Source: an optimization exercise on an open RTL-to-GDS flow (aim: small area and a short achievable clock period). Production flows keep margins and buffers that such runs may drop. Only simulation tests tie the RTL to the original design; equivalence was not proved.

MS:
// fma
module fma #(
    parameter       WORDWIDTH = 32,
    parameter       EXPONENTWIDTH = 8,
    parameter       MANTISSAWIDTH = 23
)(
    input wire                   clk_I,
    input wire                   rst_n_I,
    input wire [WORDWIDTH-1:0]   operand_a_I,
    input wire [WORDWIDTH-1:0]   operand_b_I,
    input wire [WORDWIDTH-1:0]   operand_c_I,
    input wire [2:0]             rnd_mode,
    input                        gate,
    output wire [WORDWIDTH-1:0]  result_O,
    output wire                  flag_overflow_O,
    output wire                  flag_underflow_O,
    output wire                  done_valid_O
);
localparam RNE = 3'd0;
localparam RTZ = 3'd1;
localparam RD  = 3'd2;
localparam RU  = 3'd3;
localparam RNM = 3'd4;
wire        sgn_a = operand_a_I[31];
wire        sgn_b = operand_b_I[31];
wire        sgn_c = operand_c_I[31];
wire [7:0]  ea = operand_a_I[30:23];
wire [7:0]  eb = operand_b_I[30:23];
wire [7:0]  ec = operand_c_I[30:23];
wire [22:0] ma = operand_a_I[22:0];
wire [22:0] mb = operand_b_I[22:0];
wire [22:0] mc = operand_c_I[22:0];
wire hid_a = |ea;
wire hid_b = |eb;
wire hid_c = |ec;
wire mnz_a = |ma;
wire mnz_b = |mb;
wire mnz_c = |mc;
wire zero_ab = (~hid_a & ~mnz_a) | (~hid_b & ~mnz_b);
wire nan_any = ((&ea) & mnz_a) | ((&eb) & mnz_b) | ((&ec) & mnz_c);
wire [7:0]  ea1 = {ea[7:1], ea[0] | (~hid_a & mnz_a)};
wire [7:0]  eb1 = {eb[7:1], eb[0] | (~hid_b & mnz_b)};
wire [7:0]  ec1 = {ec[7:1], ec[0] | (~hid_c & mnz_c)};
wire signed [9:0] ep_n   = $signed({2'b0, ea1}) + $signed({2'b0, eb1}) - 10'sd127;
wire signed [9:0] ep     = zero_ab ? -10'sd125 : ep_n;
  ...
Size in the first run: roughly 6400 cells after synthesis, about 290 flip-flops, ~140 I/O pins, roughly 44000 um^2 of cells after synthesis.
make LEC_CHECK=0 ABC_AREA=1 CAP_MARGIN=20 CORE_MARGIN=2 CORE_UTILIZATION=40 SLEW_MARGIN=20 finish   # period 22.0 ns
run.sh (not shown) runs the stock make flow with config.mk's settings and CLKGATE_MAP_FILE= SYNTH_SCRIPT=/design/flow/synth_recipe.tcl, a recipe that flattens the netlist after the stock synthesis.
Input changes introduced in JK (baseline for comparison: MS):
==> flow/flow/run.sh (new file) <==
#!/bin/bash
# Layout: the standard flow, with timing repair aiming for a setup slack
# of MARGIN ns at the design's clock period (the default aims for 0, which
# this design meets without any repair).
set -euo pipefail
MARGIN=$(cat flow/margin.txt)
bash standard.sh SETUP_SLACK_MARGIN="$MARGIN" finish > standard_flow.log 2>&1
==> flow/flow/margin.txt (new file) <==
12
==> flow/standard.sh (new file) <==
#!/bin/bash
# synth_recipe.tcl (not shown) runs the flow's synth.tcl, then flattens the netlist and writes it again
# the make line also repeats each setting of config.mk as NAME=value (left out here)
make -C /OpenROAD-flow-scripts/flow DESIGN_CONFIG=/design/flow/config.mk WORK_HOME=/design/flow/orfs CLKGATE_MAP_FILE= SYNTH_SCRIPT=/design/flow/synth_recipe.tcl "${@:-finish}"
removed: flow/run.sh
| critical path depth | JK vs MS | 4.0% higher |. JK reports a higher post-layout worst setup margin than MS does. When the final numbers for JK and MS were put side by side, the buffer count excluding the clock tree in the final layout turned out to be smaller in MS. Side by side, final period utilization turned out lower in JK than in MS. Number of levels the H-tree was split into: JK vs MS — no meaningful difference. In JK the layout cell share with drive strength beyond 1 turned out 2.2 points higher than in MS.

========
red:
Another version of the RTL of fma (not shown whole).
Size in the first run: ~140 I/O pins.
export LEC_CHECK = 0
export ABC_AREA = 1
export CAP_MARGIN = 20
export CORE_MARGIN = 2
export CORE_UTILIZATION = 40
export SLEW_MARGIN = 20
create_clock -name core_clock -period 22.0 [get_ports {clk_I}]
standard.sh (not shown) runs the stock make flow with config.mk's settings and CLKGATE_MAP_FILE= SYNTH_SCRIPT=/design/flow/synth_recipe.tcl, a recipe that flattens the netlist after the stock synthesis.
==> flow/flow/run.sh <==
#!/bin/bash
# Layout: the standard flow, with timing repair aiming for a setup slack
# of MARGIN ns at the design's clock period (the default aims for 0, which
# this design meets without any repair).
set -euo pipefail
MARGIN=$(cat flow/margin.txt)
bash standard.sh SETUP_SLACK_MARGIN="$MARGIN" finish > standard_flow.log 2>&1
==> flow/flow/margin.txt <==
13
Every stage of the flow completed for red, and the final layout passed the timing, DRC and antenna checks.
Inputs modified between red and blue:
==> flow/flow/run.sh <==
#!/bin/bash
set -euo pipefail
MARGIN=$(cat flow/margin.txt)
bash standard.sh SETUP_SLACK_MARGIN="$MARGIN" \
  BUFFER_PORTS_ARGS="-buffer_cell sky130_fd_sc_hd__buf_2" finish > standard_flow.log 2>&1
==> comparison <==
red → blue: slack of the critical path saw an increase, final cell count neither gained nor lost much, share of post-route cells with drive strength above 1 increased 1.7 points. Worst setup path startpoint = operand_a_I[20]: red; worst setup path startpoint = operand_b_I[13]: blue. Via count normalized by instance count ends up higher on red. Of blue and red, red shows the lower detailed route wirelength on metal2, with blue above it. Post-layout instance area in blue is about 1.5% lower than in red. Higher number of iterations in the first detailed-routing pass was reported by red, not blue.

========
Another version of the RTL of fma (not shown whole).
For scale: ~6300 cells after synthesis, ~250 flip-flops, roughly 140 I/O pins, roughly 0.042 sq mm of cells after synthesis.
export LEC_CHECK = 0
export ABC_AREA = 1
export CAP_MARGIN = 20
export CORE_MARGIN = 2
export CORE_UTILIZATION = 40
export SLEW_MARGIN = 20
create_clock -name core_clock -period 22.0 [get_ports {clk_I}]
==> flow/flow/run.sh <==
#!/bin/bash
# Layout: the standard flow (standard.sh) with these changes:
# - the input and output port buffers are sky130_fd_sc_hd__buf_2 cells.
set -euo pipefail
MARGIN=$(cat flow/margin.txt)
bash standard.sh SETUP_SLACK_MARGIN="$MARGIN" SKIP_GATE_CLONING=1 \
  BUFFER_PORTS_ARGS="-buffer_cell sky130_fd_sc_hd__buf_2" finish > standard_flow.log 2>&1
==> flow/flow/margin.txt <==
13.25
Then changed:
==> flow/flow/margin.txt (replaced) <==
13
Result: Non-clock buffer count goes down by 78. Fmax goes up by about 0.33%. Die area stays the same. Worst setup slack gains 0.029 ns. Routed wire length goes down by about 4.3%. Count of clock-buffer cells in the layout goes up by 1. Global-route usage goes down by 0.87 points. Final area goes down by about 3.7%.
Then changed:
==> flow/flow/run.sh (replaced) <==
#!/bin/bash
set -euo pipefail
MARGIN=$(cat flow/margin.txt)
bash standard.sh SETUP_SLACK_MARGIN="$MARGIN" \
  BUFFER_PORTS_ARGS="-buffer_cell sky130_fd_sc_hd__buf_2" finish > standard_flow.log 2>&1
What happened: Final area rose slightly; area after synthesis is unchanged; core utilization rose by 0.29 points; worst setup slack stays flat; sequential share of layout area is about the same; clock-buffer cell count does not change; maximum frequency hardly moves; non-clock buffer count rose by 3; synthesized cell count does not change; via count rose slightly.
Then changed:
--- a/flow/flow/run.sh
+++ b/flow/flow/run.sh
@@ -1,0 +2,2 @@
+# Layout: the standard flow (standard.sh) with these changes:
+# - the input and output port buffers are sky130_fd_sc_hd__buf_2 cells.
@@ -4 +6 @@
-bash standard.sh SETUP_SLACK_MARGIN="$MARGIN" \
+bash standard.sh SETUP_SLACK_MARGIN="$MARGIN" SKIP_GATE_CLONING=1 \
==> flow/flow/margin.txt (replaced) <==
12.75
Result: Cell area went down by 1.7%. Hold slack hardly moves. Via count went down by 0.50%. Count of clock-buffer cells in the layout went down by 2. First-iteration DRC count went up by 12%. Fmax went down by 2.7%. Worst setup slack loses 0.24 ns. Core utilization went down by 0.75 points. Die area does not change. Global-route usage went down by 0.13 points.

[port drivers added, routing unchanged]
The results above use ideal ports. As a check the final layouts listed here were re-extracted and re-timed, cells and wires unchanged.
Step 1, drivers: a clkbuf_16 drives clk_I and a buf_2 each remaining input, both assumed.
Step 2 times the ports against the registers' clock, not the clock port: input delays grow and output delays shrink by t, the midpoint of the rising clock arrivals with the driver on.
a / b / c = ideal / step 1 / step 2; a / b = the first two.
run | t, ns | setup WS [ns] | hold slack, ns | clock arrival spread, ns | worst slew at a driven data input, ns
MS | 0.665 | 10.915 / 10.915 / 10.709 | 0.419 / 0.419 / 0.419 | 0.028 / 0.027 | 0.06
JK | 0.665 | 12.361 / 12.279 / 11.768 | 0.418 / 0.418 / 0.418 | 0.029 / 0.029 | 0.06
red | 0.667 | 13.057 / 13.094 / 12.428 | 0.390 / 0.390 / 0.390 | 0.017 / 0.017 | 0.08
blue | 0.676 | 13.143 / 13.192 / 12.516 | 0.383 / 0.383 / 0.383 | 0.035 / 0.035 | 0.08
the first run of note 3 | 0.659 | 13.195 / 13.222 / 12.563 | 0.403 / 0.403 / 0.403 | 0.029 / 0.029 | 0.09
the second run of note 3 | 0.672 | 13.224 / 13.278 / 12.606 | 0.399 / 0.399 / 0.399 | 0.039 / 0.039 | 0.08
the third run of note 3 | 0.672 | 13.221 / 13.271 / 12.599 | 0.399 / 0.399 / 0.399 | 0.039 / 0.039 | 0.08
the fourth run of note 3 | 0.674 | 12.982 / 12.982 / 12.435 | 0.400 / 0.400 / 0.400 | 0.028 / 0.028 | 0.09
After both steps every run listed still meets setup and hold. The setup slack of the first run of note 3, which loses most, moves by +0.027 ns with the drivers and by -0.632 ns with both steps.
